What follows belongs to an exercise in optimizing a design on an open flow for small area, a short achievable clock period and few clock cycles; a production flow would make more cautious choices.
At most, simulation tests tie the RTL to the original design; equivalence was not proved.
Function not checked in runs 5 and 6: the RTL went through the layout flow alone.
Power is estimated from default activity; no workload was simulated.

==> flow/design.v <==
module qrcode_decoder(
    input clk,
    input srst_n,
    input start,
    input sram_rdata,
    output [11:0] sram_raddr,
    output reg [5:0] loc_y,
    output reg [5:0] loc_x,
    output reg [7:0] decode_text,    
    output reg valid,
    output reg finish
);
localparam S_A = 3'd0, S_P = 3'd1, S_Y = 3'd2, S_X = 3'd3, S_V = 3'd4,
           S_M = 3'd5, S_D = 3'd6, S_E = 3'd7;
reg [2:0] st;             
reg       cont;           
reg [5:0] y, x;           
reg       pv;             
reg       pix;            
reg       started;
assign sram_raddr = {y, x};
wire hit = pix && cont;   
reg [5:0] k;              
reg       lx6;            
reg [5:0] s0;             
reg [5:0] s1;             
reg [5:0] s2;             
reg [5:0] s3;             
reg [1:0] cidx;           
reg [1:0] rot;
reg [2:0] mask;
wire signed [2:0] cy_lo = s0[5:3], cy_hi = s0[2:0];
wire signed [2:0] cx_lo = s1[5:3], cx_hi = s1[2:0];
wire signed [2:0] pcy = s2[5:3], pcx = s2[2:0];
wire tight = s3[5], wide = s3[4], mid = s3[3], tlm = s3[1], grp = s3[0];
wire [2:0] iq = s0[4:2], jq3 = s1[4:2];
wire [1:0] ir = s0[1:0], jr = s1[1:0];
wire       inlen = s1[5]; 
wire [4:0] rem = s2[4:0]; 
wire [2:0] mv = s3[2:0];  
wire [2:0] bc = s3[5:3];  
always @* decode_text = {cidx, k};
wire [7:0] sa = 8'd1 << st;    
function maskbit;         
    input [2:0] m;
    input a0, a1, b0;     
    input [1:0] a3, b3;   
    input q;              
    reg t2, p2, p1, p0, t0;
    begin
        t2 = a0 ^ b0;                                   
        p2 = a0 & b0;                                   
        p1 = (a3 == b3) && (a3 != 2'd0);                
        p0 = (a3 == 2'd0) || (b3 == 2'd0);              
        t0 = (a3 == 2'd0) ? (b3 == 2'd0) : (a3 == 2'd1) ? (b3 == 2'd2) : (b3 == 2'd1);  
        case (m)
            3'd0: maskbit = ~t2;
            3'd1: maskbit = ~a0;
            3'd2: maskbit = (b3 == 2'd0);
            3'd3: maskbit = t0;
            3'd4: maskbit = ~(a1 ^ q);
            3'd5: maskbit = ~p2 & p0;
            3'd6: maskbit = ~(p2 ^ p1);
            default: maskbit = ~(t2 ^ p1);
        endcase
    end
endfunction
function [5:0] poff;      
    input [3:0] kk;
    begin
        poff =
            (kk == 4'd0)  ? {3'sd0, 3'sd2} :
            (kk == 4'd1)  ? {3'sd0, -3'sd2} :
            (kk == 4'd2)  ? {3'sd2, 3'sd0} :
            (kk == 4'd3)  ? {-3'sd2, 3'sd0} :
            (kk == 4'd4)  ? {3'sd2, 3'sd2} :
            (kk == 4'd5)  ? {-3'sd2, -3'sd2} :
            (kk == 4'd6)  ? {3'sd2, -3'sd2} :
            (kk == 4'd7)  ? {-3'sd2, 3'sd2} :
            (kk == 4'd8)  ? {3'sd0, 3'sd1} :
            (kk == 4'd9)  ? {3'sd0, -3'sd1} :
            (kk == 4'd10) ? {3'sd1, 3'sd0} :
            (kk == 4'd11) ? {-3'sd1, 3'sd0} :
            (kk == 4'd12) ? {3'sd1, 3'sd1} :
            (kk == 4'd13) ? {-3'sd1, -3'sd1} :
            (kk == 4'd14) ? {3'sd1, -3'sd1} :
                            {-3'sd1, 3'sd1};
    end
endfunction
localparam [5:0] P_N = 6'd16;     
function [5:0] x7;        
    input [2:0] c;
    begin
        case (c)
            3'b001: x7 = 6'd7;
            3'b010: x7 = 6'd14;
            3'b111: x7 = 6'd57;
            3'b110: x7 = 6'd50;
            default: x7 = 6'd0;
        endcase
    end
endfunction
function [6:0] x7m14;     
    input [2:0] c;
    begin
        case (c)
            3'b001: x7m14 = 7'd121;
            3'b010: x7m14 = 7'd0;
            3'b111: x7m14 = 7'd107;
            3'b110: x7m14 = 7'd100;
            default: x7m14 = 7'd114;
        endcase
    end
endfunction
function [5:0] x7m20;     
    input [2:0] c;
    begin
        case (c)
            3'b001: x7m20 = 6'd51;
            3'b010: x7m20 = 6'd58;
            3'b111: x7m20 = 6'd37;
            3'b110: x7m20 = 6'd30;
            default: x7m20 = 6'd44;
        endcase
    end
endfunction
function [6:0] x7m34;     
    input [2:0] c;
    begin
        case (c)
            3'b001: x7m34 = 7'd101;
            3'b010: x7m34 = 7'd108;
            3'b111: x7m34 = 7'd87;
            3'b110: x7m34 = 7'd80;
            default: x7m34 = 7'd94;
        endcase
    end
endfunction
function span2;           
    input signed [2:0] lo, hi;
    begin
        span2 = (hi - lo) >= 2;
    end
endfunction
function [5:0] roffy;     
    input s;
    input [2:0] c;
    begin
        case (c)
            3'd0: roffy = s ? 6'd17 : 6'd3;
            3'd1: roffy = s ? 6'd18 : 6'd2;
            3'd2: roffy = s ? 6'd16 : 6'd4;
            3'd3: roffy = s ? 6'd20 : 6'd0;
            default: roffy = s ? 6'd14 : 6'd6;
        endcase
    end
endfunction
function [5:0] roffx;     
    input s;
    input [2:0] c;
    begin
        case (c)
            3'd0: roffx = s ? 6'd61 : 6'd47;
            3'd1: roffx = s ? 6'd62 : 6'd46;
            3'd2: roffx = s ? 6'd60 : 6'd48;
            3'd3: roffx = s ? 6'd0 : 6'd44;
            default: roffx = s ? 6'd58 : 6'd50;
        endcase
    end
endfunction
function [2:0] wmove;     
    input [2:0] aq, bq;
    input [1:0] ar, br;
    reg u, lowb;
    begin
        u = ({bq, br} == {3'd6, 2'd2}) || ({bq, br} == {3'd6, 2'd1}) ||
            ({bq, br} == {3'd5, 2'd1}) || ({bq, br} == {3'd5, 2'd0}) ||
            ({bq, br} == {3'd4, 2'd0}) || ({bq, br} == {3'd3, 2'd2});
        lowb = (bq < 3'd4) || ({bq, br} == {3'd4, 2'd0});                
        if (bq[0] == br[0]) wmove = 3'd0;                                  
        else if (u) begin
            if ({aq, ar} == (lowb ? {3'd0, 2'd0} : {3'd3, 2'd0})) wmove = 3'd0;    
            else if (lowb && {aq, ar} == {3'd2, 2'd1}) wmove = 3'd2;      
            else wmove = 3'd1;
        end else begin
            if ({aq, ar} == {3'd6, 2'd2}) wmove = 3'd0;                    
            else if (lowb && {aq, ar} == {3'd1, 2'd2}) wmove = 3'd4;       
            else wmove = 3'd3;
        end
    end
endfunction
function [4:0] add3;      
    input [2:0] q;
    input [1:0] r;
    input [2:0] d;
    reg [2:0] t;
    begin
        t = {1'b0, r} + d;                  
        case (t)
            3'd3: add3 = {q + 3'd1, 2'd0};
            3'd4: add3 = {q + 3'd1, 2'd1};
            3'd7: add3 = {q - 3'd1, 2'd2};
            3'd6: add3 = {q - 3'd1, 2'd1};
            default: add3 = {q, t[1:0]};
        endcase
    end
endfunction
wire [5:0] p_c = poff(k[3:0]);           
wire [5:0] p_n = poff(k[3:0] + 4'd1);    
wire signed [2:0] u_ylo = (hit && pcy < cy_lo) ? pcy : cy_lo;
wire signed [2:0] u_yhi = (hit && pcy > cy_hi) ? pcy : cy_hi;
wire signed [2:0] u_xlo = (hit && pcx < cx_lo) ? pcx : cx_lo;
wire signed [2:0] u_xhi = (hit && pcx > cx_hi) ? pcx : cx_hi;
wire y_ok = span2(u_ylo, u_yhi), x_ok = span2(u_xlo, u_xhi);
wire p_end = tight || k == P_N;
wire [1:0] cn = cidx + 2'd1;
wire [5:0] kn = (cidx != 2'd3) ? k : (k[2:0] == 3'd4) ? {k[5:3] + 3'd1, 3'd0} : k + 6'd1;
wire v_miss = cont && !pix;
wire v_end = tlm || v_miss || (cidx == 2'd3 && k == 6'o44);
wire [1:0] mc = tlm ? 2'd0 : v_miss ? cidx - 2'd1 : 2'd3;    
reg [1:0] m_rot;
reg [5:0] m_my, m_mx;     
always @* begin
    case (mc)
        2'd0: begin m_rot = 2'd2; m_my = 6'd12; m_mx = 6'd62; end
        2'd1: begin m_rot = 2'd3; m_my = 6'd18; m_mx = 6'd52; end
        2'd2: begin m_rot = 2'd1; m_my = 6'd2;  m_mx = 6'd56; end
        default: begin m_rot = 2'd0; m_my = 6'd8; m_mx = 6'd46; end
    endcase
end
wire [1:0] i3 = ir, j3 = jr;
wire jq = jq3[0];                        
wire i0 = iq[0] ^ ir[0], j0 = jq3[0] ^ jr[0];
wire [1:0] i4 = ir - iq[1:0];            
wire dbit = sram_rdata ^ maskbit(mask, i0, i4[1], j0, i3, j3, jq);
reg [2:0] mdi, mdj;       
always @* begin
    case (mv)
        3'd0: begin mdi = 3'd0; mdj = 3'd7; end
        3'd1: begin mdi = 3'd7; mdj = 3'd1; end
        3'd2: begin mdi = 3'd6; mdj = 3'd1; end
        3'd3: begin mdi = 3'd1; mdj = 3'd1; end
        default: begin mdi = 3'd2; mdj = 3'd1; end
    endcase
end
wire [2:0] ei = (rot[0] == rot[1]) ? mdi : -mdi;
wire [2:0] ej = rot[1] ? -mdj : mdj;
wire [2:0] wdy = rot[0] ? ej : ei;
wire [2:0] wdx = rot[0] ? ei : ej;
wire [4:0] ni = add3(iq, ir, mdi);
wire [4:0] nj = add3(jq3, jr, mdj);
wire [2:0] nmv = wmove(ni[4:2], nj[4:2], ni[1:0], nj[1:0]);    
reg [5:0] r_ddy, r_ddx, r_dny, r_dnx;    
always @* begin
    case (rot)
        2'd0: begin r_ddy = 6'd9;  r_ddx = 6'd15; r_dny = 6'd0;  r_dnx = 6'd1;  end
        2'd1: begin r_ddy = 6'd15; r_ddx = 6'd55; r_dny = 6'd1;  r_dnx = 6'd0;  end
        2'd2: begin r_ddy = 6'd55; r_ddx = 6'd49; r_dny = 6'd0;  r_dnx = 6'd63; end
        default: begin r_ddy = 6'd49; r_ddx = 6'd9; r_dny = 6'd63; r_dnx = 6'd0; end
    endcase
end
wire [1:0] a_row = k[3:2], a_col = k[1:0];
wire [5:0] a_dy = (a_col != 2'd2) ? 6'd0 : (a_row == 2'd0) ? 6'd21 : 6'd22;
wire [5:0] a_dx = (a_col == 2'd1 || (a_col == 2'd2 && a_row == 2'd2)) ? 6'd22 : 6'd21;
wire [5:0] b_dy = (a_col != 2'd0) ? 6'd0 : (a_row == 2'd1) ? 6'd43 : 6'd42;
wire [6:0] b_dx14 = (a_col == 2'd2 || (a_col == 2'd0 && a_row == 2'd0)) ? 7'd120 : 7'd121;
reg [5:0] ayA, byA, ayP, byP, ayY, byY, ayX, byX, ayV, byV, byM, byD;
reg [6:0] axA, bxA, axP, bxP, axY, bxY, axX, bxX, axV, bxV, bxM, bxD;
always @* begin
    ayA = y; byA = hit ? b_dy : a_dy;
    axA = {1'b0, x};
    bxA = hit ? b_dx14 : {1'b0, a_dx};
    ayP = loc_y; byP = p_end ? x7m20(cy_hi) : x7(p_n[5:3]);
    axP = {lx6, loc_x}; bxP = x7m14(p_end ? cx_lo : p_n[2:0]);
    ayY = y; axY = hit ? {lx6, loc_x} : {1'b0, x};
    byY = 6'd0; bxY = 7'd0;
    if (hit) begin
        byY = (k[2:0] == 3'd0) ? 6'd63 : 6'd0;
        bxY = x7m34(cx_hi);
    end else case (k[2:0])
        3'd0, 3'd2, 3'd4: bxY = 7'd14;
        3'd1: if (wide || mid) bxY = 7'd107; else begin byY = 6'd1; bxY = 7'd114; end
        3'd3: if (wide) bxY = 7'd107; else begin byY = 6'd1; bxY = 7'd121; end
        default: byY = 6'd1;
    endcase
    ayX = y; axX = {1'b0, x};
    if (hit) begin
        byX = grp ? 6'd44 : 6'd0; bxX = grp ? 7'd20 : 7'd19;
    end else if (!grp) begin byX = 6'd20; bxX = 7'd0; end
    else begin byX = 6'd44; bxX = 7'd1; end
    ayV = loc_y; axV = {1'b0, loc_x};
    byV = v_end ? m_my : roffy(cn[1], kn[5:3]);
    bxV = {1'b0, v_end ? m_mx : roffx(cn[0], kn[2:0])};
    if (k == 6'd2) begin byM = r_ddy; bxM = {1'b0, r_ddx}; end
    else if (k != 6'd0 || started) begin byM = r_dny; bxM = {1'b0, r_dnx}; end
    else begin byM = 6'd0; bxM = 7'd0; end
    byD = {{3{wdy[2]}}, wdy}; bxD = {1'b0, {3{wdx[2]}}, wdx};
end
wire [5:0] ay = ({6{sa[0]}} & ayA) | ({6{sa[1]}} & ayP) | ({6{sa[2]}} & ayY) |
                ({6{sa[3]}} & ayX) | ({6{sa[4]}} & ayV) | ({6{sa[5] | sa[6] | sa[7]}} & y);
wire [6:0] ax = ({7{sa[0]}} & axA) | ({7{sa[1]}} & axP) | ({7{sa[2]}} & axY) |
                ({7{sa[3]}} & axX) | ({7{sa[4]}} & axV) | ({7{sa[5] | sa[6] | sa[7]}} & {1'b0, x});
wire [5:0] by = ({6{sa[0]}} & byA) | ({6{sa[1]}} & byP) | ({6{sa[2]}} & byY) |
                ({6{sa[3]}} & byX) | ({6{sa[4]}} & byV) | ({6{sa[5]}} & byM) | ({6{sa[6]}} & byD);
wire [6:0] bx = ({7{sa[0]}} & bxA) | ({7{sa[1]}} & bxP) | ({7{sa[2]}} & bxY) |
                ({7{sa[3]}} & bxX) | ({7{sa[4]}} & bxV) | ({7{sa[5]}} & bxM) | ({7{sa[6]}} & bxD);
wire [6:0] sy = {1'b0, ay} + {by[5], by};
wire [6:0] sx = ax + bx;
always @(posedge clk) begin
    if (start) started <= 1'b1;
    pix <= sram_rdata & pv; cont <= 1'b1;
    y <= sy[5:0]; x <= sx[5:0]; pv <= 1'b1;
    valid <= 1'b0;
    finish <= 1'b0;
    if (sa[0]) begin
        if (hit) begin
            loc_y <= sy[5:0]; loc_x <= sx[5:0]; lx6 <= (sx[5:0] < 6'd14);
            s0 <= 6'd0; s1 <= 6'd0; s3 <= 6'd0;
            st <= S_P; cont <= 1'b0; k <= 6'd0;
            pv <= (sx[5:0] >= 6'd14);
        end else begin
            k <= (a_col != 2'd2) ? k + 6'd1 : (a_row == 2'd2) ? 6'd0 : {2'd0, a_row + 2'd1, 2'd0};
        end
    end
    if (sa[1]) begin
        s0 <= {u_ylo, u_yhi}; s1 <= {u_xlo, u_xhi};
        s3[5] <= y_ok && x_ok;
        s3[4] <= !x_ok && !(u_xhi != u_xlo);
        s3[3] <= !x_ok && (u_xhi != u_xlo);
        if (p_end) begin
            st <= S_Y; cont <= 1'b0; k <= 6'd0;
            if (sy[6]) y <= 6'd0;
            if (sx[5:0] > 6'd43) x <= 6'd43;
        end else begin
            k <= k + 6'd1;
            pv <= !sy[6] && !sx[6] && (k != P_N - 6'd1);
        end
        s2 <= p_c;                          
    end
    if (sa[2]) begin
        if (hit) begin
            loc_y <= sy[5:0];                   
            st <= S_X; cont <= 1'b0; s3[1:0] <= 2'b00;
            if (sx[6]) x <= 6'd0;               
        end else begin
            if (k[2:0] == (wide ? 3'd5 : mid ? 3'd3 : 3'd1)) k <= 6'd0;
            else k <= k + 6'd1;
        end
    end
    if (sa[3]) begin
        if (hit) begin
            loc_x <= sx[5:0];                   
            s3[1] <= !grp;
            st <= S_V; cont <= 1'b0; cidx <= 2'd1; k <= 6'd0;
        end else s3[0] <= ~grp;
    end
    if (sa[4]) begin
        if (v_end) begin
            rot <= m_rot;
            if (!mc[1]) loc_y <= loc_y + 6'd20;
            if (mc[0]) loc_x <= loc_x - 6'd20;
            st <= S_M; cont <= 1'b0; k <= 6'd0;
        end else begin
            cidx <= cn; k <= kn;
        end
    end
    if (sa[5]) begin
        case (k[1:0])
            2'd0: mask[2] <= ~sram_rdata;
            2'd1: mask[1] <= sram_rdata;
            default: mask[0] <= ~sram_rdata;
        endcase
        if (k == 6'd2) begin
            st <= S_D; cont <= 1'b0;
            s0 <= {1'b0, 3'd5, 2'd2};       
            s1 <= {1'b1, 3'd6, 2'd1};       
            s2 <= {1'b0, 5'd0};             
            s3 <= {3'd0, 3'd1};             
        end else if (k != 6'd0 || started) k <= k + 6'd1;
    end
    if (sa[6]) begin
        s0[4:0] <= ni; s1[4:0] <= nj; s3[2:0] <= nmv;
        if (inlen) begin
            s2[4:0] <= {rem[3:0], dbit};
            s3[5:3] <= (bc == 3'd4) ? 3'd0 : bc + 3'd1;
            if (bc == 3'd4) s1[5] <= 1'b0;
        end else begin
            {cidx, k} <= {cidx[0], k, dbit};
            s3[5:3] <= bc + 3'd1;
            if (bc == 3'd7) begin
                valid <= 1'b1;
                s2[4:0] <= rem - 5'd1;
                if (rem == 5'd1) begin
                    finish <= 1'b1;
                    st <= S_E; cont <= 1'b0;
                end
            end
        end
    end
    if (!srst_n) begin
        st <= S_A; cont <= 1'b0; y <= 6'd20; x <= 6'd20; pv <= 1'b1;
        started <= 1'b0; k <= 6'd0; valid <= 1'b0; finish <= 1'b0;
    end
end
endmodule
==> flow/flow/run.sh <==
#!/bin/bash
# The standard layout (standard.sh, unchanged), run with a copy of the ORFS
# scripts in which only abc_area.script (the logic optimisation recipe that
# synthesis hands to ABC) differs, and with these settings in its environment:
#  - ABC's recipe: resyn2rs-style AIG rewriting and resubstitution, dch -f,
#    then area-oriented mapping (map -a) and ABC's usual buffering and
#    sizing, instead of dch and delay-oriented mapping (map -B 0.9);
#  - synthesis leaves the adders to ABC instead of mapping them to the
#    library's half- and full-adder cells (ADDER_MAP_FILE empty);
#    the rest of synthesis is standard.sh's own (synth_recipe.tcl: no fsm or
#    share passes, flattened, function nets renamed), so the registers are the
#    standard synthesis's;
#  - the buffers that the flow puts on every input and output port are
#    sky130_fd_sc_hd__buf_2 cells instead of the slower delay cells that
#    buffer_ports picks by default;
#  - repair_timing aims for a setup slack of 11.8 ns, i.e. it sizes the cells
#    of paths slower than about 4.2 ns;
#  - clock tree synthesis uses sky130_fd_sc_hd__clkbuf_8 buffers and no dummy
#    loads.
# The clock, its period and the I/O constraints are the design's, unchanged.
# Each tool's full output is in standard.log in this folder (and ORFS's own
# per-step logs under orfs/logs).
cp -r "$FLOW_HOME/scripts" orfs_scripts
cat > orfs_scripts/abc_area.script <<'ABC'
strash
balance
resub -K 6
rewrite
resub -K 6 -N 2
refactor
resub -K 8
balance
resub -K 8 -N 2
rewrite
resub -K 10
rewrite -z
resub -K 10 -N 2
balance
resub -K 12
refactor -z
resub -K 12 -N 2
rewrite -z
balance
dch -f
map -a
topo
stime -c
buffer -c
upsize -c
dnsize -c
ABC
export SCRIPTS_DIR="$PWD/orfs_scripts"
export ADDER_MAP_FILE=
export BUFFER_PORTS_ARGS="-buffer_cell sky130_fd_sc_hd__buf_2"
export SETUP_SLACK_MARGIN=11.8
export CTS_ARGS="-sink_clustering_enable -repair_clock_nets -dont_use_dummy_load -buf_list sky130_fd_sc_hd__clkbuf_8"
bash standard.sh > standard.log 2>&1
==> flow/standard.sh <==
#!/bin/bash
# synth_recipe.tcl (not shown) runs the flow's synth.tcl, then flattens the netlist and writes it again
# the make line also repeats each setting of config.mk as NAME=value (left out here)
make -C /OpenROAD-flow-scripts/flow DESIGN_CONFIG=/design/flow/config.mk WORK_HOME=/design/flow/orfs CLKGATE_MAP_FILE= SYNTH_SCRIPT=/design/flow/synth_recipe.tcl "${@:-finish}"
==> flow/config.mk <==
export PLATFORM = sky130hd
export DESIGN_NAME = qrcode_decoder
export DESIGN_NICKNAME = qrcode_decoder
export VERILOG_FILES = /design/flow/design.v
export SDC_FILE = /design/flow/constraint.sdc
export NUM_CORES = 8
export LEC_CHECK = 0
export ABC_AREA = 1
export CAP_MARGIN = 20
export CORE_MARGIN = 2
export CORE_UTILIZATION = 40
export GPL_ROUTABILITY_DRIVEN = 0
export GPL_TIMING_DRIVEN = 0
export SLEW_MARGIN = 20
==> flow/constraint.sdc <==
create_clock -name core_clock -period 16.0 [get_ports {clk}]
set_input_delay 3.2000 -clock core_clock [delete_from_list [all_inputs] [get_ports {clk}]]
set_output_delay 3.2000 -clock core_clock [all_outputs]
set_load 0.01 [all_outputs]
==> impl_results.md, run 1 <==
* Peak VDD IR at 93.2 uV
* Setup tns final at 0 ps
* Antenna diodes at 0
* GRT Total Usage at 0.269
* Dpl cell area at 0.00666 mm^2
* Number of flops mapped to enable cells by yosys at 10
* DIE WIDTH at 129 um
* Synthesized area per cell at 6.25 um^2
* Avg WL per Cell at 17.8 um
* Initial Util at 0.411
* Yosys reg bits at 71
* Crit-path slowest cell: edfxtp_1
* Slowest stage delay, CP at 420 ps
* Final WL at 22.0 mm
* CTS Root Cell: clkbuf_8
* CP arrival at 950 ps
* Antenna violations before repair at 0
* Post-layout util at 0.448
* Worst-path maximum fanout at 3
* Largest net degree at the start of global routing at 13
* Unique masters post-synth at 66
* Antenna-violating nets left at 0
* CP delay by family, top: flip-flops
* Final setup violating endpoints at 0
* Starting DRT DRC Count at 862
* Top post-synthesis cells by area: dfxtp_1 (20%), nor2_1 (11%), nand2_1 (8.8%), inv_1 (7.7%), a21oi_1 (7.0%)
* Filler cells at 1,670
* Via density at 5.79
* Slew margin rel. at 0.479
* DIE HEIGHT at 129 um
* LEAKAGE at 0.00285 uW
* H-Tree Depth at 3
* CTS tree: done
* Crit Path Category: reg2out
* Int Power at 497 uW
* Number of synthesis warnings at 1
* Post-synthesis sequential area ratio at 0.244
* Top_reg_cell synth: dfxtp_1
* Sequential cell area at 0.00153 mm^2
* Max Root-Sink Buffers at 2
* Layout cells sized above 1 at 0.129
* Final Cell Area at 0.00680 mm^2
* Clock sinks at 71
* Pwr dens at 147 mW/mm^2
* Critical Path RT at 12,800 ps
* CP cell instances: buf_2
* Grt total ovfl at 0
* Row count at 45
* DRT Pass-1 Iters at 6
* Nature of the critical path endpoint: primary output
* Period minus WS final at 4150 ps
* Clk network pwr share at 0.115
* Die ar. at 0.0166 mm^2
* Synth top area share at 0.196
* Fin crit share at 0.260
* Sw frac at 0.504
* Asr flop ratio synth at 0
* P&R area growth vs syn at 8.96%
* Buffers & Inverters on Critical Path at 1
* Final nets at 1,051
* Clock Latency Late Sink at 380 ps
* Final Hold Viols at 0
* Layout Cells excl Fill at 1,233
* Footprint of the multi-input gates at 0.00403 mm^2
* Slew @ Worst Pin at 779 ps
* R2r setup slk at 11,970 ps
* Largest area contributor in the netlist: dfxtp_1
* Via count at 7,145
* Hold Path Cell Cnt at 2
* Vias in the first global route at 6,340
* FF-to-FF path depth at 18
* Hold Crit Class: reg2reg
* Critical path depth in cells at 1
* Layout Skew at 21.9 ps
* CTS hold repair buffers at 0
* Dpl hpwl at 17.3 mm
* Net Switching at 505 uW
* CP startpoint kind: flop
* Cell count after placement at 1,223
* RSZ-0062 raised after global routing: true
* Max Cap Violations at 0
* CTS buffer count at 9
* Part of the power in registers at 0.271
* Synthesized net count at 1,003
* # DRC at 0
* Cells after Synth at 999
* Port Buf Inserts at 36
* Logic pwr share at 0.613
* Fmax achieved at 241 MHz
* Outcome: timing/DRC/antenna clean
* Boundary Pins at 38
* CTS clock-pin slew for the worst setup and hold paths at 70 ps
* First-pass GRT wire length at 34.5 mm
* Mapped cell area at 0.00624 mm^2
* Pins Over Slew Limit at 0
* Core Area at 0.0152 mm^2
worst paths after layout:
| path | from | to |
|---|---|---|
| setup / recovery | loc_y[1]$_DFFE_PP_ | loc_y[1] |
| hold / removal | pv$_SDFF_PN1_ | pix$_DFF_P_ |
| setup reg to reg | k[4]$_SDFF_PN0_ | pv$_SDFF_PN1_ |
| hold reg to reg | pv$_SDFF_PN1_ | pix$_DFF_P_ |
cell type report:
cell class                      instances  share of cell area
Buffer                                 27              0.0189
Clock buffer                            9              0.0182
Inverter                              152              0.0842
Multi-Input combinational cell        749               0.592
Sequential cell                        71               0.225
Tap cell                              188              0.0346
Timing Repair Buffer                   37              0.0276
cell usage in the layout, fill, tap and decap left out, types with 6 or more instances in the layout:
| master | instances |
|---|---|
| edfxtp_1 | 10 |
| nor2_1 | 178 |
| inv_2 | 20 |
| o21ai_1 | 6 |
| dfxtp_1 | 56 |
| clkbuf_1 | 19 |
| a21oi_1 | 87 |
| a31oi_1 | 10 |
| nor2_2 | 16 |
| o211ai_1 | 6 |
| nor3_1 | 26 |
| inv_1 | 128 |
| clkbuf_8 | 9 |
| o22ai_1 | 18 |
| a221oi_1 | 8 |
| a22oi_1 | 11 |
| nand2_1 | 147 |
| nand3_1 | 32 |
| xnor2_1 | 11 |
| xor2_1 | 23 |
| buf_2 | 39 |
| o21ai_0 | 73 |
per-stage QoR:
step / setup WS (ps) / total power [uW] / hold slack (ps)
6_report: 11850 / 1000 / 408
5_1_grt: 11730 / 1080 / 448
4_1_cts: 11800 / 995 / 407
3_5_place_dp: 11640 / 873 / 398
3_3_place_gp: 11600 / 871 / 395
2_1_floorplan: 12090 / 721 / 388
metal layers:
metal  vias to the layer above  GRT usage  wire length, um
li1                       3466          -                -
met1                      3248      0.376             9680
met2                       362      0.412             9530
met3                        69     0.0416             1930
met4                         0      0.111              855
met5                         -          0                0
what timing repair did:
item | 4_1_cts | 5_1_grt
pin swaps | 0 | 0
setup endpoints to repair | 4 | 14
gates resized for setup | 3 | 5
setup buffers | 1 | 0
endpoints found under the hold margin | 0 | 0
worst register-to-register path: cells and delay by family (launching register included):
| kind | cells | cell delay (ps) |
|---|---|---|
| XOR/XNOR | 1 | 210 |
| AO/OA/AOI/OAI | 7 | 1410 |
| AND/OR/NAND/NOR | 7 | 1390 |
| adder cells (fa/ha/maj) | 1 | 340 |
| buffers and inverters | 2 | 250 |
| flip-flops | 1 | 370 |
cells by family after synthesis:
kind of cell | Yosys count | share of synthesized area
and+or+nand+nor | 433 | 0.306
AOI/OAI and AO/OA | 276 | 0.278
buffers and inverters | 179 | 0.112
DFF | 71 | 0.244
xor gates and xnor gates | 36 | 0.0529
muxes | 2 | 0.00341
adders and majority gates | 2 | 0.00361
power by group through the flow:
stage / sequential [uW] / clock, uW / combinational (uW)
after floorplan: 280 / 0 / 441
after global placement: 275 / 0 / 596
after detailed placement: 275 / 0 / 598
after CTS: 271 / 119 / 604
after global routing: 279 / 125 / 681
final: 272 / 116 / 614
Yosys cell counts, types with 4 or more instances:
cell type	number
a2111oi_0	4
a211oi_1	5
a21oi_1	87
a21oi_2	4
a221oi_1	8
a22oi_1	11
a31oi_1	10
a32oi_1	4
clkbuf_1	19
dfxtp_1	61
edfxtp_1	10
inv_1	128
inv_2	20
nand2_1	147
nand3_1	32
nand4_1	5
nor2_1	180
nor2_2	14
nor3_1	26
nor3_4	4
nor4_1	5
o2111ai_1	4
o211ai_1	6
o21a_1	5
o21ai_0	73
o21ai_1	6
o221ai_1	4
o22ai_1	18
o32ai_1	5
or2_2	4
xnor2_1	11
xor2_1	23
Testbench counts, summed over its fixed seeds: cycles 24,170.
==> run 2: changes to the inputs <==
--- a/flow/flow/run.sh
+++ b/flow/flow/run.sh
@@ -53,5 +53,5 @@
 export ADDER_MAP_FILE=
 export BUFFER_PORTS_ARGS="-buffer_cell sky130_fd_sc_hd__buf_2"
 export SETUP_SLACK_MARGIN=11.8
-export CTS_ARGS="-sink_clustering_enable -repair_clock_nets -dont_use_dummy_load -buf_list sky130_fd_sc_hd__clkbuf_8"
+export CTS_ARGS="-sink_clustering_enable -repair_clock_nets -dont_use_dummy_load -buf_list sky130_fd_sc_hd__clkbuf_16"
 bash standard.sh > standard.log 2>&1
--- a/flow/config.mk
+++ b/flow/config.mk
@@ -9,6 +9,4 @@
 export CAP_MARGIN = 20
 export CORE_MARGIN = 2
 export CORE_UTILIZATION = 40
-export GPL_ROUTABILITY_DRIVEN = 0
-export GPL_TIMING_DRIVEN = 0
 export SLEW_MARGIN = 20
==> run 2 against run 1 <==
Still clean. Sequential power increased by 6%. Critical path depth unchanged. Global-route usage increased by 0.46 points. Worst setup slack got worse by 5.7 ps. Clock power increased by 47%. Cell count decreased by 1.5%. Core utilization increased by 0.52 points. Power increased by 5.7%. Flip-flop and latch count unchanged.
==> impl_results.md, run 2 <==
* Outcome: timing/DRC/antenna clean
* Hold Crit Class: reg2reg
* Grt total ovfl at 0
* CTS Root Cell: clkbuf_16
* CTS buffer count at 9
* Antenna diodes at 0
* Top post-synthesis cells by area: dfxtp_1 (20%), nor2_1 (11%), nand2_1 (8.8%), inv_1 (7.7%), a21oi_1 (7.0%)
* Final nets at 1,032
* GRT Total Usage at 0.273
* Period minus WS final at 4160 ps
* Number of synthesis warnings at 1
* CP delay by family, top: flip-flops
* Post-synthesis sequential area ratio at 0.244
* Pwr dens at 154 mW/mm^2
* Antenna-violating nets left at 0
* Clock sinks at 71
* Yosys reg bits at 71
* Crit Path Category: reg2out
* Final Cell Area at 0.00688 mm^2
* Avg WL per Cell at 18.5 um
* H-Tree Depth at 3
* Unique masters post-synth at 66
* Dpl hpwl at 17.4 mm
* Layout Skew at 14.0 ps
* Clock Latency Late Sink at 350 ps
* RSZ-0062 raised after global routing: true
* Final Hold Viols at 0
* Cell with the most instances after synthesis: nor2_1
* Met2 wire len at 9.91 mm
* DR WL met3 at 2.12 mm
* Synthesized net count at 1,003
* Commonest non-fill, non-tap cells in the layout: nor2_1 (173), nand2_1 (147), inv_1 (128)
* Asr flop ratio synth at 0
* CTS tree: done
* Number of flops mapped to enable cells by yosys at 10
* Synth top area share at 0.196
* CTS clock-pin slew for the worst setup and hold paths at 60 ps
* Largest area contributor in the netlist: dfxtp_1
* Dpl cell area at 0.00658 mm^2
* Final setup violating endpoints at 0
* CP startpoint kind: flop
* Via count at 7,227
* Max Cap Violations at 0
* Cells after Synth at 999
* Largest net degree at the start of global routing at 30
* Slew @ Worst Pin at 989 ps
* DRT Pass-1 Iters at 7
* LEAKAGE at 0.00288 uW
* Antenna violations before repair at 0
* DIE WIDTH at 129 um
* Final WL at 22.5 mm
* CP cell instances: buf_2
* First-pass GRT wire length at 35.3 mm
* Critical Path RT at 12,800 ps
* Port Buf Inserts at 37
* Met1 wire length at 9.79 mm
* Initial Util at 0.411
* Post-layout util at 0.453
* Core Area at 0.0152 mm^2
* P&R area growth vs syn at 10.2%
* Fmax achieved at 240 MHz
* DIE HEIGHT at 129 um
* Slowest stage delay, CP at 440 ps
* Synthesized area per cell at 6.25 um^2
* CP arrival at 960 ps
* Most common cell after layout, fill and taps aside: nor2_1
* Row count at 45
* Routability congestion estimate at 1.04
* Boundary Pins at 38
* Worst-path maximum fanout at 4
* Layout cells sized above 1 at 0.142
* Vias in the first global route at 6,374
* Pins Over Slew Limit at 0
* Mapped cell area at 0.00624 mm^2
* Slew margin rel. at 0.338
* Fin crit share at 0.260
* CTS hold repair buffers at 0
* Via density at 5.95
* Nature of the critical path endpoint: primary output
* Crit-path slowest cell: edfxtp_1
* Buffers & Inverters on Critical Path at 1
* Max Root-Sink Buffers at 2
* DR top layer: met4
* Commonest cells in the synthesized netlist: nor2_1 (180), nand2_1 (147), inv_1 (128)
* Setup tns final at 0 ps
* # DRC at 0
* Peak VDD IR at 94.9 uV
* Top_reg_cell synth: dfxtp_1
* Die ar. at 0.0166 mm^2
* Starting DRT DRC Count at 953
[run 2: routing by layer]
metal / up-vias / GRT usage
met5: - / 0
met4: 0 / 0.0889
met3: 68 / 0.0557
met2: 407 / 0.429
met1: 3312 / 0.376
li1: 3440 / -
[run 2: final cells by class]
class	instances	area, um^2
flip-flops and latches	71	1540
fillers	1622	8320
clock buffers	9	225
multi-input cells	749	4060
inverters	152	578
well taps	188	235
repair buffers	45	245
[run 2: through the flow]
step	setup slack [ps]	hold slack (ps)	power (uW)	instances
floorplan	12090	388	721	999
global placement	11610	410	870	1202
detailed placement	11620	412	870	1202
CTS	11720	412	1050	1211
global route	11790	426	1140	1214
finish	11840	408	1060	1214
[run 2: cell families after synthesis]
group / after synthesis / synth area share
fa+ha+maj: 2 / 0.00361
compound gates: 276 / 0.278
simple gates: 433 / 0.306
mux: 2 / 0.00341
buf+inv: 179 / 0.112
xor+xnor: 36 / 0.0529
flops: 71 / 0.244
[run 2: worst reg2reg max path, stage by stage, from the launching register on]
cell	delay, ps
dfxtp_2	360
nor2_1	360
inv_1	210
nor3_4	350
nor2_1	120
a21oi_2	180
nor2_1	90
clkinv_1	70
nand4_1	120
a31oi_1	330
nand4_2	220
xor2_2	210
a21oi_4	170
o21ai_2	80
maj3_2	340
a21oi_4	160
inv_1	50
nand2_1	70
nand3_1	120
nand2_1	190
nor2_1	60
[run 2: worst paths after layout]
path / start / to / slack (ps) / cells after the start
setup / recovery: loc_x[0]$_DFFE_PP_ / loc_x[0] / 11840 / 1
hold / removal: pv$_SDFF_PN1_ / pix$_DFF_P_ / 410 / 2
setup reg to reg: k[4]$_SDFF_PN0_ / y[3]$_SDFF_PN0_ / 12010 / 20
hold reg to reg: pv$_SDFF_PN1_ / pix$_DFF_P_ / 410 / 2
[run 2: report_power, final]
group,internal [uW],total (uW),switching [uW],leakage [uW]
logic,212,602,390,0.00217
registers,232,287,54.9,0.000601
clock network,98.5,170,71.2,0.000111
total,543,1060,516,0.00288
[run 2: repair_timing]
item / CTS / global route
resized for setup: 9 / 13
buffers inserted: 0 / 3
setup endpoints to repair: 12 / 14
==> run 3: changes to the inputs <==
--- a/flow/flow/run.sh
+++ b/flow/flow/run.sh
@@ -53,5 +53,5 @@
 export ADDER_MAP_FILE=
 export BUFFER_PORTS_ARGS="-buffer_cell sky130_fd_sc_hd__buf_2"
 export SETUP_SLACK_MARGIN=11.8
-export CTS_ARGS="-sink_clustering_enable -repair_clock_nets -dont_use_dummy_load -buf_list sky130_fd_sc_hd__clkbuf_16"
+export CTS_ARGS="-sink_clustering_enable -sink_clustering_size 100 -sink_clustering_max_diameter 500 -repair_clock_nets -dont_use_dummy_load -buf_list sky130_fd_sc_hd__clkbuf_16"
 bash standard.sh > standard.log 2>&1
==> run 3 against run 2 <==
Combinational power is essentially flat. Worst hold slack is the same. Global-route usage is the same. Sequential share of layout area is the same. Cell count is the same. Synthesized cell count is the same. Die area is the same. Power is the same.
==> impl_results.md, run 3 <==
* CTS tree: done
* Crit path from: loc_x[0]$_DFFE_PP_
* Worst r2r src: k[4]$_SDFF_PN0_
* Antenna violations before repair at 0
* Starting DRT DRC Count at 953
* Cell with the most instances after synthesis: nor2_1
* First-pass GRT wire length at 35.3 mm
* DIE WIDTH at 129 um
* CP cell instances: buf_2
* Via density at 5.95
* Synthesized net count at 1,003
* Initial Util at 0.411
* DIE HEIGHT at 129 um
* Port Buf Inserts at 37
* Yosys reg bits at 71
* Pins Over Slew Limit at 0
* Final nets at 1,032
* Layout Skew at 14.0 ps
* Row count at 45
* Reg2reg end: y[3]$_SDFF_PN0_
* Vias in the first global route at 6,374
* Antenna diodes at 0
* CP delay by family, top: flip-flops
* Largest net degree at the start of global routing at 30
* Boundary Pins at 38
* CTS buffer count at 9
* Cells after Synth at 999
* Crit Path Category: reg2out
* Post-synthesis sequential area ratio at 0.244
* Final Hold Viols at 0
* Outcome: timing/DRC/antenna clean
* Worst Setup EP: loc_x[0]
* Unique masters post-synth at 66
* Number of flops mapped to enable cells by yosys at 10
* RSZ-0062 raised after global routing: true
* CP arrival at 960 ps
* # DRC at 0
* CTS Root Cell: clkbuf_16
* Top post-synthesis cells by area: dfxtp_1 (20%), nor2_1 (11%), nand2_1 (8.8%), inv_1 (7.7%), a21oi_1 (7.0%)
* P&R area growth vs syn at 10.2%
* Critical Path RT at 12,800 ps
* Pwr dens at 154 mW/mm^2
* Routability congestion estimate at 1.04
* Setup tns final at 0 ps
* Worst-path maximum fanout at 4
* Crit-path slowest cell: edfxtp_1
* CTS hold repair buffers at 0
* Fin crit share at 0.260
* H-Tree Depth at 3
* Largest area contributor in the netlist: dfxtp_1
* Asr flop ratio synth at 0
* Commonest cells in the synthesized netlist: nor2_1 (180), nand2_1 (147), inv_1 (128)
* Nature of the critical path endpoint: primary output
* Slowest stage delay, CP at 440 ps
* Synthesized area per cell at 6.25 um^2
* Die ar. at 0.0166 mm^2
* Synth top area share at 0.196
* Final setup violating endpoints at 0
* Max Root-Sink Buffers at 2
* Mapped cell area at 0.00624 mm^2
* Layout cells sized above 1 at 0.142
* DRT Pass-1 Iters at 7
* Buffers & Inverters on Critical Path at 1
* Via count at 7,227
* Commonest non-fill, non-tap cells in the layout: nor2_1 (173), nand2_1 (147), inv_1 (128)
* FF-to-FF path depth at 20
* CP startpoint kind: flop
* Peak VDD IR at 94.9 uV
* Most common cell after layout, fill and taps aside: nor2_1
* Top_reg_cell synth: dfxtp_1
* Hold_ws at 408 ps
* Critical path depth in cells at 1
* Final WL at 22.5 mm
* Avg WL per Cell at 18.5 um
* GRT Total Usage at 0.273
* Max Cap Violations at 0
* Clock sinks at 71
* Period minus WS final at 4160 ps
* R2r setup slk at 12,010 ps
* Slew @ Worst Pin at 989 ps
* Fmax achieved at 240 MHz
* Dpl hpwl at 17.4 mm
* Slew margin rel. at 0.338
* Clock Latency Late Sink at 350 ps
* Hold Crit Class: reg2reg
* Number of synthesis warnings at 1
* CTS clock-pin slew for the worst setup and hold paths at 60 ps
* Antenna-violating nets left at 0
* LEAKAGE at 0.00288 uW
* Grt total ovfl at 0
* Core Area at 0.0152 mm^2
run 3: worst min-delay path by stage:
stage	start	to	cells after the start
detailed placement	pv$_SDFF_PN1_	pix$_DFF_P_	2
global route	pv$_SDFF_PN1_	pix$_DFF_P_	2
floorplan	pv$_SDFF_PN1_	pix$_DFF_P_	2
finish	pv$_SDFF_PN1_	pix$_DFF_P_	2
CTS	pv$_SDFF_PN1_	pix$_DFF_P_	2
global placement	pv$_SDFF_PN1_	pix$_DFF_P_	2
run 3: timing repair:
item | 4_1_cts | 5_1_grt
setup endpoints to repair | 12 | 14
cloned | 0 | 0
setup buffers | 0 | 3
gates resized for setup | 9 | 13
pin swaps | 0 | 0
run 3: power breakdown:
group	internal, uW	switching, uW	leakage (uW)	total [uW]
Sequential	232	54.9	0.000601	287
Clock	98.5	71.2	0.000111	170
Combinational	212	390	0.00217	602
Total	543	516	0.00288	1060
run 3: worst register-to-register path, stage by stage (launching register included):
cell	delay (ps)
dfxtp_2	360
nor2_1	360
inv_1	210
nor3_4	350
nor2_1	120
a21oi_2	180
nor2_1	90
clkinv_1	70
nand4_1	120
a31oi_1	330
nand4_2	220
xor2_2	210
a21oi_4	170
o21ai_2	80
maj3_2	340
a21oi_4	160
inv_1	50
nand2_1	70
nand3_1	120
nand2_1	190
nor2_1	60
run 3: metrics by stage:
stage	cells	cell area, um^2	util	setup slack [ps]	power [uW]
after floorplan	999	6240	-	12090	721
after global placement	1202	6580	0.433	11610	870
after detailed placement	1202	6580	0.433	11620	870
after CTS	1211	6820	0.448	11720	1050
after global routing	1214	6880	0.453	11790	1140
final	1214	6880	0.453	11840	1060
run 3: layout make-up:
| type | instances | area, um^2 |
|---|---|---|
| fillers | 1622 | 8320 |
| clock buffers | 9 | 225 |
| inverters | 152 | 578 |
| multi-input cells | 749 | 4060 |
| repair buffers | 45 | 245 |
| well taps | 188 | 235 |
| flip-flops and latches | 71 | 1540 |
run 3: per-layer routing:
layer / global-route usage / share of wire / vias up
met5: 0 / 0 / -
met4: 0.0889 / 0.031 / 0
met3: 0.0557 / 0.094 / 68
met2: 0.429 / 0.44 / 407
met1: 0.376 / 0.43 / 3312
li1: - / - / 3440
run 3: kinds of logic after synthesis:
kind of cell             after synthesis  share of synthesized area
AO/OA/AOI/OAI                        276                      0.278
XOR/XNOR                              36                     0.0529
adder cells (fa/ha/maj)                2                    0.00361
buffers and inverters                179                      0.112
flip-flops                            71                      0.244
multiplexers                           2                    0.00341
AND/OR/NAND/NOR                      433                      0.306
==> run 4: changes to the inputs <==
--- a/flow/flow/run.sh
+++ b/flow/flow/run.sh
@@ -52,6 +52,6 @@
 export SCRIPTS_DIR="$PWD/orfs_scripts"
 export ADDER_MAP_FILE=
 export BUFFER_PORTS_ARGS="-buffer_cell sky130_fd_sc_hd__buf_2"
-export SETUP_SLACK_MARGIN=11.8
+export SETUP_SLACK_MARGIN=12.0
 export CTS_ARGS="-sink_clustering_enable -sink_clustering_size 100 -sink_clustering_max_diameter 500 -repair_clock_nets -dont_use_dummy_load -buf_list sky130_fd_sc_hd__clkbuf_16"
 bash standard.sh > standard.log 2>&1
==> run 4 against run 3 <==
Area after synthesis is the same. Die area unchanged. Fmax rose by 1.4%. Largest power group unchanged.
==> impl_results.md, run 4 <==
* Net Switching at 545 uW
* Clk network pwr share at 0.147
* Yosys reg bits at 71
* Initial Util at 0.411
* Synth top area share at 0.196
* Worst-path maximum fanout at 2
* Final Hold Viols at 0
* Dpl hpwl at 17.4 mm
* Boundary Pins at 38
* Peak VDD IR at 116 uV
* DIE WIDTH at 129 um
* Die ar. at 0.0166 mm^2
* Max Cap Violations at 0
* Most Used Layer, Global Route: met2
* Max Root-Sink Buffers at 2
* Most common cell after layout, fill and taps aside: nor2_1
* Slowest stage delay, CP at 400 ps
* GRT Total Usage at 0.277
* Cell with the most instances after synthesis: nor2_1
* Met1 usage at 0.380
* Cell count after placement at 1,202
* LEAKAGE at 0.00311 uW
* Pwr dens at 155 mW/mm^2
* # DRC at 0
* Port Buf Inserts at 37
* CP cell instances: buf_2
* Critical Path RT at 12,800 ps
* CTS clock-pin slew for the worst setup and hold paths at 60 ps
* Worst r2r src: st[2]$_SDFF_PN0_
* Starting DRT DRC Count at 1,072
* Slew @ Worst Pin at 982 ps
* Fin crit share at 0.256
* Post-synthesis sequential area ratio at 0.244
* Largest net degree at the start of global routing at 30
* Cells after Synth at 999
* Antenna violations before repair at 0
* Outcome: timing/DRC/antenna clean
* Setup tns final at 0 ps
* Final setup violating endpoints at 0
* Crit-path slowest cell: edfxtp_1
* Number of flops mapped to enable cells by yosys at 10
* Commonest non-fill, non-tap cells in the layout: nor2_1 (161), nand2_1 (145), inv_1 (127)
* Sw frac at 0.470
* Via count at 7,261
* Layout Skew at 14.0 ps
* Clock Latency Late Sink at 350 ps
* Final WL at 23.1 mm
* Part of the power in registers at 0.245
* Pins Over Slew Limit at 0
* Fmax achieved at 244 MHz
* Vias in the first global route at 6,534
* Unique masters post-synth at 66
* Via density at 5.85
* Int Power at 615 uW
* CP delay by family, top: flip-flops
* Row count at 45
* Core Area at 0.0152 mm^2
* First-pass GRT wire length at 35.9 mm
* Hold Crit Class: reg2reg
* Crit Path Category: reg2out
* Synthesized net count at 1,003
* DRT Pass-1 Iters at 7
* Final nets at 1,060
* Period minus WS final at 4100 ps
* H-Tree Depth at 3
* RSZ-0062 raised after global routing: true
* Logic pwr share at 0.608
* CP startpoint kind: flop
* Worst hold path startpoint: pv$_SDFF_PN1_
* Grt total ovfl at 0
* Routability congestion estimate at 1.04
* Crit path from: loc_x[0]$_DFFE_PP_
* DIE HEIGHT at 129 um
* Layout Cells excl Fill at 1,242
* Mapped cell area at 0.00624 mm^2
* Met3 GRT Util at 0.0553
* CTS Root Cell: clkbuf_16
* CTS buffer count at 9
* Nature of the critical path endpoint: primary output
* Commonest cells in the synthesized netlist: nor2_1 (180), nand2_1 (147), inv_1 (128)
* Synthesized area per cell at 6.25 um^2
* Top_reg_cell synth: dfxtp_1
* Filler cells at 1,562
* Antenna-violating nets left at 0
* Avg WL per Cell at 18.6 um
* P&R area growth vs syn at 19.6%
* Antenna diodes at 0
* Slew margin rel. at 0.343
* Top post-synthesis cells by area: dfxtp_1 (20%), nor2_1 (11%), nand2_1 (8.8%), inv_1 (7.7%), a21oi_1 (7.0%)
* Number of synthesis warnings at 1
* Met2 Resource Use GR at 0.436
* CP arrival at 900 ps
* CTS hold repair buffers at 0
* CTS tree: done
* Largest area contributor in the netlist: dfxtp_1
* Clock sinks at 71
* Asr flop ratio synth at 0
* Layout cells sized above 1 at 0.215
* Buffers & Inverters on Critical Path at 1
run 4: cell counts after synthesis:
No cell type changed its count.
run 4: area by class of cell:
type | instances | area (um^2) | share of cell area
Clock buffer | 9 | 225 | 0.0302
Inverter | 152 | 587 | 0.0786
Multi-Input combinational cell | 749 | 4210 | 0.564
Sequential cell | 71 | 1580 | 0.211
Tap cell | 188 | 235 | 0.0315
Timing Repair Buffer | 73 | 636 | 0.0851
run 4: routing by layer:
metal / share of wire / routed length [um]
met1: 0.44 / 10100
met4: 0.032 / 745
met5: 0 / 0
met3: 0.085 / 1960
met2: 0.44 / 10200
run 4: power groups by stage:
stage	clock network (uW)	registers [uW]	logic, uW
6_report	170	284	706
5_1_grt	180	290	773
4_1_cts	174	281	650
3_5_place_dp	0	292	578
3_3_place_gp	0	291	580
2_1_floorplan	0	280	441
run 4: timing repair:
item	in CTS	in global routing
endpoints found under the hold margin	0	0
pin swaps	0	14
resized for setup	59	62
setup endpoints to repair	48	41
setup buffers	24	7
run 4: path summary, 6_finish.rpt:
check                    endpoint  slack (ps)  cells after the start
setup reg to reg  x[0]$_SDFF_PN0_       12170                     21
hold reg to reg       pix$_DFF_P_         410                      2
hold / removal        pix$_DFF_P_         410                      2
setup / recovery         loc_x[0]       11900                      1
run 4: cells by family after synthesis:
kind of cell    count (synthesis)  synth area share
compound gates                276             0.278
xor+xnor                       36            0.0529
fa+ha+maj                       2           0.00361
buf+inv                       179             0.112
flops                          71             0.244
mux                             2           0.00341
simple gates                  433             0.306
run 4: through the flow:
stage	cell area [um^2]	worst slack [ps]	hold slack (ps)	total power, uW	utilization
3_5_place_dp	6580	11620	412	870	0.433
5_1_grt	7470	11880	426	1240	0.491
4_1_cts	7170	11890	412	1110	0.472
2_1_floorplan	6240	12090	388	721	-
6_report	7470	11900	410	1160	0.491
3_3_place_gp	6580	11610	410	870	0.433
==> run 5: changes to the inputs <==
--- a/flow/design.v
+++ b/flow/design.v
@@ -13,13 +13,12 @@
 localparam S_A = 3'd0, S_P = 3'd1, S_Y = 3'd2, S_X = 3'd3, S_V = 3'd4,
            S_M = 3'd5, S_D = 3'd6, S_E = 3'd7;
 reg [2:0] st;             
-reg       cont;           
 reg [5:0] y, x;           
 reg       pv;             
 reg       pix;            
 reg       started;
 assign sram_raddr = {y, x};
-wire hit = pix && cont;   
+wire hit = pix;           
 reg [5:0] k;              
 reg       lx6;            
 reg [5:0] s0;             
@@ -215,7 +214,7 @@
 wire p_end = tight || k == P_N;
 wire [1:0] cn = cidx + 2'd1;
 wire [5:0] kn = (cidx != 2'd3) ? k : (k[2:0] == 3'd4) ? {k[5:3] + 3'd1, 3'd0} : k + 6'd1;
-wire v_miss = cont && !pix;
+wire v_miss = !pix;
 wire v_end = tlm || v_miss || (cidx == 2'd3 && k == 6'o44);
 wire [1:0] mc = tlm ? 2'd0 : v_miss ? cidx - 2'd1 : 2'd3;    
 reg [1:0] m_rot;
@@ -308,7 +307,7 @@
 wire [6:0] sx = ax + bx;
 always @(posedge clk) begin
     if (start) started <= 1'b1;
-    pix <= sram_rdata & pv; cont <= 1'b1;
+    pix <= sram_rdata & pv;
     y <= sy[5:0]; x <= sx[5:0]; pv <= 1'b1;
     valid <= 1'b0;
     finish <= 1'b0;
@@ -316,7 +315,7 @@
         if (hit) begin
             loc_y <= sy[5:0]; loc_x <= sx[5:0]; lx6 <= (sx[5:0] < 6'd14);
             s0 <= 6'd0; s1 <= 6'd0; s3 <= 6'd0;
-            st <= S_P; cont <= 1'b0; k <= 6'd0;
+            st <= S_P; pix <= 1'b0; k <= 6'd0;
             pv <= (sx[5:0] >= 6'd14);
         end else begin
             k <= (a_col != 2'd2) ? k + 6'd1 : (a_row == 2'd2) ? 6'd0 : {2'd0, a_row + 2'd1, 2'd0};
@@ -328,7 +327,7 @@
         s3[4] <= !x_ok && !(u_xhi != u_xlo);
         s3[3] <= !x_ok && (u_xhi != u_xlo);
         if (p_end) begin
-            st <= S_Y; cont <= 1'b0; k <= 6'd0;
+            st <= S_Y; pix <= 1'b0; k <= 6'd0;
             if (sy[6]) y <= 6'd0;
             if (sx[5:0] > 6'd43) x <= 6'd43;
         end else begin
@@ -340,7 +339,7 @@
     if (sa[2]) begin
         if (hit) begin
             loc_y <= sy[5:0];                   
-            st <= S_X; cont <= 1'b0; s3[1:0] <= 2'b00;
+            st <= S_X; pix <= 1'b0; s3[1:0] <= 2'b00;
             if (sx[6]) x <= 6'd0;               
         end else begin
             if (k[2:0] == (wide ? 3'd5 : mid ? 3'd3 : 3'd1)) k <= 6'd0;
@@ -351,7 +350,7 @@
         if (hit) begin
             loc_x <= sx[5:0];                   
             s3[1] <= !grp;
-            st <= S_V; cont <= 1'b0; cidx <= 2'd1; k <= 6'd0;
+            st <= S_V; pix <= 1'b1; cidx <= 2'd1; k <= 6'd0;
         end else s3[0] <= ~grp;
     end
     if (sa[4]) begin
@@ -359,7 +358,7 @@
             rot <= m_rot;
             if (!mc[1]) loc_y <= loc_y + 6'd20;
             if (mc[0]) loc_x <= loc_x - 6'd20;
-            st <= S_M; cont <= 1'b0; k <= 6'd0;
+            st <= S_M; pix <= 1'b0; k <= 6'd0;
         end else begin
             cidx <= cn; k <= kn;
         end
@@ -371,7 +370,7 @@
             default: mask[0] <= ~sram_rdata;
         endcase
         if (k == 6'd2) begin
-            st <= S_D; cont <= 1'b0;
+            st <= S_D; pix <= 1'b0;
             s0 <= {1'b0, 3'd5, 2'd2};       
             s1 <= {1'b1, 3'd6, 2'd1};       
             s2 <= {1'b0, 5'd0};             
@@ -392,13 +391,13 @@
                 s2[4:0] <= rem - 5'd1;
                 if (rem == 5'd1) begin
                     finish <= 1'b1;
-                    st <= S_E; cont <= 1'b0;
+                    st <= S_E; pix <= 1'b0;
                 end
             end
         end
     end
     if (!srst_n) begin
-        st <= S_A; cont <= 1'b0; y <= 6'd20; x <= 6'd20; pv <= 1'b1;
+        st <= S_A; pix <= 1'b0; y <= 6'd20; x <= 6'd20; pv <= 1'b1;
         started <= 1'b0; k <= 6'd0; valid <= 1'b0; finish <= 1'b0;
     end
 end
--- a/flow/flow/run.sh
+++ b/flow/flow/run.sh
@@ -52,6 +52,6 @@
 export SCRIPTS_DIR="$PWD/orfs_scripts"
 export ADDER_MAP_FILE=
 export BUFFER_PORTS_ARGS="-buffer_cell sky130_fd_sc_hd__buf_2"
-export SETUP_SLACK_MARGIN=12.0
-export CTS_ARGS="-sink_clustering_enable -sink_clustering_size 100 -sink_clustering_max_diameter 500 -repair_clock_nets -dont_use_dummy_load -buf_list sky130_fd_sc_hd__clkbuf_16"
+export SETUP_SLACK_MARGIN=11.8
+export CTS_ARGS="-sink_clustering_enable -repair_clock_nets -dont_use_dummy_load -buf_list sky130_fd_sc_hd__clkbuf_8"
 bash standard.sh > standard.log 2>&1
==> run 5 against run 4 <==
First-iteration DRC count down 24%. Non-clock buffer count fell by 23. Clock power down 31%. Cell area is 9.5% lower. Routed wire length decreased by 3.8%. Cell count decreased by 2.5%. Still clean on timing, DRC and antenna. Sequential share of layout area up 1.5 points. Flip-flop and latch count is 1 lower. Synthesized cell count fell by 1.3%.
==> impl_results.md, run 5 <==
* Antenna violations before repair at 0
* Top post-synthesis cells by area: dfxtp_1 (20%), nor2_1 (10%), nand2_1 (8.5%), inv_1 (8.3%), a21oi_1 (8.0%)
* Grt total ovfl at 0
* Pwr dens at 140 mW/mm^2
* Synthesized area per cell at 6.20 um^2
* Crit-path slowest cell: dfxtp_4
* Antenna diodes at 0
* Worst hold path startpoint: loc_y[2]$_DFF_P_
* Final nets at 1,029
* Cells after Synth at 986
* Avg WL per Cell at 18.3 um
* Yosys reg bits at 70
* Buffers & Inverters on Critical Path at 1
* CTS hold repair buffers at 0
* Die ar. at 0.0163 mm^2
* # DRC at 0
* Worst-path maximum fanout at 12
* Top_reg_cell synth: dfxtp_1
* Dpl hpwl at 17.0 mm
* Post-synthesis sequential area ratio at 0.246
* Worst r2r src: k[1]$_SDFF_PN0_
* GRT Total Usage at 0.270
* Asr flop ratio synth at 0
* Number of flops mapped to enable cells by yosys at 10
* Period minus WS final at 4190 ps
* Final WL at 22.2 mm
* Crit Path Category: reg2out
* P&R area growth vs syn at 10.6%
* Boundary Pins at 38
* Setup tns final at 0 ps
* Via count at 7,097
* Vias in the first global route at 6,284
* CP cell instances: buf_2
* Fin crit share at 0.262
* Clock sinks at 70
* Slowest stage delay, CP at 440 ps
* Post-Synth Adder-Cell Area at 0.00368
* Largest net degree at the start of global routing at 27
* Layout Cells excl Fill at 1,211
* Slew margin rel. at 0.393
* Synth top area share at 0.196
* CP delay by family, top: flip-flops
* CTS buffer count at 9
* Via density at 5.86
* Port Buf Inserts at 37
* Multiplexer share of the synthesized area at 0.00716
* Antenna-violating nets left at 0
* Setup ws final at 11,810 ps
* Clock Latency Late Sink at 390 ps
* FF-to-FF path depth at 23
* Hold Path Sink: loc_y[2]$_DFF_P_
* Mapped cell area at 0.00611 mm^2
* Outcome: timing/DRC/antenna clean
* Commonest cells in the synthesized netlist: nor2_1 (171), nand2_1 (139), inv_1 (135)
* First-pass GRT wire length at 34.1 mm
* CTS clock-pin slew for the worst setup and hold paths at 90 ps
* Cell with the most instances after synthesis: nor2_1
* R2r setup slk at 12,030 ps
* Fmax achieved at 239 MHz
* LEAKAGE at 0.00285 uW
* Hold Crit Class: reg2reg
* Xor and xnor area share after synthesis at 0.0571
* Cell count after placement at 1,193
* Simple-Gate Fraction of Synth Area at 0.281
* Reg2reg end: x[4]$_SDFF_PN1_
* Most common cell after layout, fill and taps aside: nor2_1
* Critical Path RT at 12,800 ps
* Commonest non-fill, non-tap cells in the layout: nor2_1 (168), nand2_1 (139), inv_1 (133)
* Final setup violating endpoints at 0
* Number of synthesis warnings at 1
* Layout Skew at 33.4 ps
* CTS Root Cell: clkbuf_8
* Row count at 45
* CP arrival at 990 ps
* DIE HEIGHT at 128 um
* Nature of the critical path endpoint: primary output
* Initial Util at 0.405
* Dpl ws at 11,730 ps
* Largest area contributor in the netlist: dfxtp_1
* Max Root-Sink Buffers at 2
* CP startpoint kind: flop
* Synth Area in Compound Gates at 0.295
* Hold Path Cell Cnt at 1
* Max Cap Violations at 0
* H-Tree Depth at 3
* Pins Over Slew Limit at 0
* Slew @ Worst Pin at 907 ps
* Routability congestion estimate at 1.01
* Unique masters post-synth at 64
* RSZ-0062 raised after global routing: true
* Hold_ws at 481 ps
* Layout cells sized above 1 at 0.150
* Starting DRT DRC Count at 810
* Peak VDD IR at 53.3 uV
* DRT Pass-1 Iters at 8
* Synthesized net count at 990
* Core Area at 0.0151 mm^2
* DIE WIDTH at 128 um
* Final Hold Viols at 0
* Largest family of logic cells by synthesized area: compound AO/OA/AOI/OAI gates
* CTS tree: done
-- run 5: changes by cell type after synthesis, sizes merged, moves of 4 or more --
cell,change
o21ai,+17
nand3,-9
nand2,-6
a21oi,+10
clkbuf,-5
nor2,-11
nor3,-5
o31ai,+4
-- run 5: worst max-delay path by stage --
stage                    start               to  slack, ps  cells after the start
4_1_cts        k[2]$_SDFF_PN0_   decode_text[2]      11700                      1
3_3_place_gp            srst_n    pv$_SDFF_PN1_      11740                      4
6_report       k[3]$_SDFF_PN0_   decode_text[3]      11810                      1
2_1_floorplan       sram_rdata    s2[0]$_DFF_P_      12180                      4
3_5_place_dp            srst_n    pv$_SDFF_PN1_      11730                      4
5_1_grt        k[1]$_SDFF_PN0_  x[4]$_SDFF_PN1_      11790                     24
-- run 5: final cells by class --
cell class | count | area (um^2)
repair buffers | 50 | 283
multi-input cells | 739 | 4000
repair inverters | 1 | 5.00
clock buffers | 9 | 124
flip-flops and latches | 70 | 1530
well taps | 188 | 235
inverters | 154 | 586
fillers | 1629 | 8330
-- run 5: what timing repair did --
action	CTS	global route
cloned	0	1
setup buffers	1	7
endpoints found under the setup margin	10	23
pin swaps	0	0
hold endpoints to repair	0	0
resized for setup	9	22
-- run 5: kinds of logic (layout without fill, tap and decap cells) --
logic type / after synthesis / after routing
XOR/XNOR: 36 / 36
flip-flops: 70 / 70
adder cells (fa/ha/maj): 2 / 2
AND/OR/NAND/NOR: 401 / 401
multiplexers: 4 / 4
AO/OA/AOI/OAI: 296 / 296
buffers and inverters: 177 / 214
-- run 5: per-stage QoR --
step	area, um^2	power, uW	util
2_1_floorplan	6110	670	-
3_3_place_gp	6470	805	0.429
3_5_place_dp	6470	805	0.429
4_1_cts	6620	926	0.439
5_1_grt	6760	1020	0.448
6_report	6760	944	0.448
-- run 5: metal layers --
layer,GRT usage,part of all wire,up-vias
met5,0,0,-
met4,0.106,0.028,0
met3,0.0494,0.083,44
met2,0.407,0.43,366
met1,0.381,0.46,3277
li1,-,-,3410
-- run 5: power by group --
part | internal, uW | leakage, uW | switching (uW)
registers | 228 | 0.000593 | 53.7
clock network | 50.2 | 0.0000647 | 67.3
logic | 198 | 0.00219 | 347
==> run 6: changes to the inputs <==
--- a/flow/flow/run.sh
+++ b/flow/flow/run.sh
@@ -24,24 +24,16 @@
 cat > orfs_scripts/abc_area.script <<'ABC'
 strash
 balance
-resub -K 6
 rewrite
-resub -K 6 -N 2
 refactor
-resub -K 8
 balance
-resub -K 8 -N 2
 rewrite
-resub -K 10
-rewrite -z
-resub -K 10 -N 2
-balance
-resub -K 12
-refactor -z
-resub -K 12 -N 2
 rewrite -z
 balance
-dch -f
+refactor -z
+rewrite -z
+balance
+dch
 map -a
 topo
 stime -c
==> run 6 against run 5 <==
Via count about the same. Cell area up 1.3%. Core utilization up 0.24 points. Routed wire length up 1.0%. Combinational power up 58%. Still clean. Clock skew down 8.8 ps. Synthesized cell count down 1.3%. Die area up 1.6%. Register-to-register slack worse by 20 ps.
==> impl_results.md, run 6 <==
* DIE WIDTH at 129 um
* # DRC at 0
* Hold Path Cell Cnt at 2
* Filler cells at 1,621
* Crit-path slowest cell: dfxtp_4
* CTS hold repair buffers at 0
* Layout Skew at 24.5 ps
* Slew @ Worst Pin at 1080 ps
* Final WL at 22.4 mm
* Asr flop ratio synth at 0
* Mapped cell area at 0.00621 mm^2
* Slew margin rel. at 0.265
* CTS Root Cell: clkbuf_8
* Port Buf Inserts at 37
* Setup tns final at 0 ps
* Dpl hpwl at 17.3 mm
* Starting DRT DRC Count at 796
* Slowest stage delay, CP at 470 ps
* Number of flops mapped to enable cells by yosys at 10
* CTS buffer count at 9
* Grt total ovfl at 0
* Period minus WS final at 4210 ps
* Antenna violations before repair at 0
* Max Root-Sink Buffers at 2
* Synthesized net count at 977
* Unique masters post-synth at 69
* Cell with the most instances after synthesis: nor2_1
* Cells after Synth at 973
* Top post-synthesis cells by area: dfxtp_1 (19%), nor2_1 (10%), nand2_1 (7.5%), inv_1 (7.2%), o21ai_0 (6.2%)
* Hold Path Sink: started$_SDFFE_PN0P_
* Top_reg_cell synth: dfxtp_1
* Clock Latency Late Sink at 380 ps
* Critical Path RT at 12,800 ps
* Core Area at 0.0152 mm^2
* H-Tree Depth at 3
* R2r setup slk at 12,010 ps
* Number of synthesis warnings at 1
* Initial Util at 0.409
* Largest area contributor in the netlist: dfxtp_1
* Fin crit share at 0.263
* Footprint of the multi-input gates at 0.00407 mm^2
* Antenna-violating nets left at 0
* Boundary Pins at 38
* Row count at 45
* CTS tree: done
* LEAKAGE at 0.00294 uW
* Antenna diodes at 0
* CP cell instances: buf_2
* Commonest cells in the synthesized netlist: nor2_1 (173), nand2_1 (124), inv_1 (120)
* Layout cells sized above 1 at 0.161
* Largest net degree at the start of global routing at 25
* GRT Total Usage at 0.275
* Worst-path maximum fanout at 12
* Worst hold path startpoint: started$_SDFFE_PN0P_
* Routability congestion estimate at 1.03
* Final nets at 1,015
* P&R area growth vs syn at 10.2%
* Pins Over Slew Limit at 0
* CP startpoint kind: flop
* Most common cell after layout, fill and taps aside: nor2_1
* CP arrival at 1010 ps
* Commonest non-fill, non-tap cells in the layout: nor2_1 (170), nand2_1 (124), inv_1 (119)
* Vias in the first global route at 6,378
* FF-to-FF path depth at 12
* DRT Pass-1 Iters at 7
* Die ar. at 0.0165 mm^2
* Max Cap Violations at 0
* First-pass GRT wire length at 35.3 mm
* Yosys reg bits at 70
* Via density at 5.92
* Pwr dens at 188 mW/mm^2
* Peak VDD IR at 76.7 uV
* Hold Crit Class: reg2reg
* Worst r2r src: st[1]$_SDFF_PN0_
* Synth top area share at 0.193
* Avg WL per Cell at 18.7 um
* Nature of the critical path endpoint: primary output
* Post-layout util at 0.450
* Via count at 7,091
* Fmax achieved at 238 MHz
* Reg2reg end: x[5]$_SDFF_PN0_
* RSZ-0062 raised after global routing: true
* Outcome: timing/DRC/antenna clean
* Post-synthesis sequential area ratio at 0.242
* Final setup violating endpoints at 0
* Crit Path Category: reg2out
* Synthesized area per cell at 6.39 um^2
* DIE HEIGHT at 129 um
* Final Hold Viols at 0
* Buffers & Inverters on Critical Path at 1
* Sequential cell area at 0.00153 mm^2
* CTS clock-pin slew for the worst setup and hold paths at 80 ps
* CP delay by family, top: flip-flops
* Clock sinks at 70
==> run 6: changes by cell type in the layout (fill, tap and decap cells not counted), moves of 5 or more <==
cell / before / now
a21oi_1: 97 / 71
nand2_1: 139 / 124
inv_1: 133 / 119
o21ai_0: 86 / 77
a211oi_1: 1 / 9
o21ai_1: 7 / 12
==> run 6: metal layers <==
layer,global-route usage,share of wire
met1,0.400,0.45
met2,0.406,0.42
met5,0,0
met4,0.116,0.034
met3,0.0383,0.088
==> run 6: worst max-delay path by stage <==
stage | slack [ps] | cells past startpoint | from | to
after global routing | 11780 | 24 | k[2]$_SDFF_PN0_ | pv$_SDFF_PN1_
after CTS | 11680 | 1 | k[0]$_SDFF_PN0_ | decode_text[0]
final | 11790 | 1 | k[3]$_SDFF_PN0_ | decode_text[3]
after detailed placement | 11620 | 4 | srst_n | pv$_SDFF_PN1_
after global placement | 11630 | 4 | srst_n | pv$_SDFF_PN1_
after floorplan | 12190 | 3 | srst_n | x[0]$_SDFF_PN0_
==> run 6: area by class of cell <==
| class | count | area share |
|---|---|---|
| Inverter | 146 | 0.0826 |
| Sequential cell | 70 | 0.223 |
| Multi-Input combinational cell | 731 | 0.594 |
| Tap cell | 188 | 0.0344 |
| Timing Repair Buffer | 53 | 0.0482 |
| Clock buffer | 9 | 0.0181 |
==> run 6: repair_timing <==
action	4_1_cts	5_1_grt
gates resized for setup	10	17
setup buffers	1	9
pin swaps	0	1
setup endpoints to repair	7	25
==> run 6: logic make-up after synthesis <==
group / Yosys count / share of synthesized area
AOI/OAI and AO/OA: 292 / 0.301
and+or+nand+nor: 398 / 0.285
muxes: 5 / 0.00806
xor gates and xnor gates: 36 / 0.0544
buffers and inverters: 172 / 0.110
DFF: 70 / 0.242
==> run 6: where the power goes <==
part           switching (uW)  internal [uW]
Clock                    66.9           50.2
Sequential               66.9            237
Combinational             561            302
Total                     694            590
==> run 6: per-stage QoR <==
| stage | power (uW) | setup slack, ps | area (um^2) | std cells | hold WS (ps) |
|---|---|---|---|---|---|
| after floorplan | 925 | 12190 | 6210 | 973 | 457 |
| after global placement | 1130 | 11630 | 6560 | 1178 | 484 |
| after detailed placement | 1130 | 11620 | 6560 | 1178 | 490 |
| after CTS | 1250 | 11680 | 6700 | 1188 | 503 |
| after global routing | 1390 | 11780 | 6850 | 1197 | 526 |
| final | 1280 | 11790 | 6850 | 1197 | 505 |

Re-timed with assumed drivers on the ports (clkbuf_16 on the clock, buf_2 on other inputs), run 6 has 11.750 ns of setup slack against 11.791 ns with ideal ports, and 11.556 ns once port delays also move by the mid clock arrival of 0.406 ns.
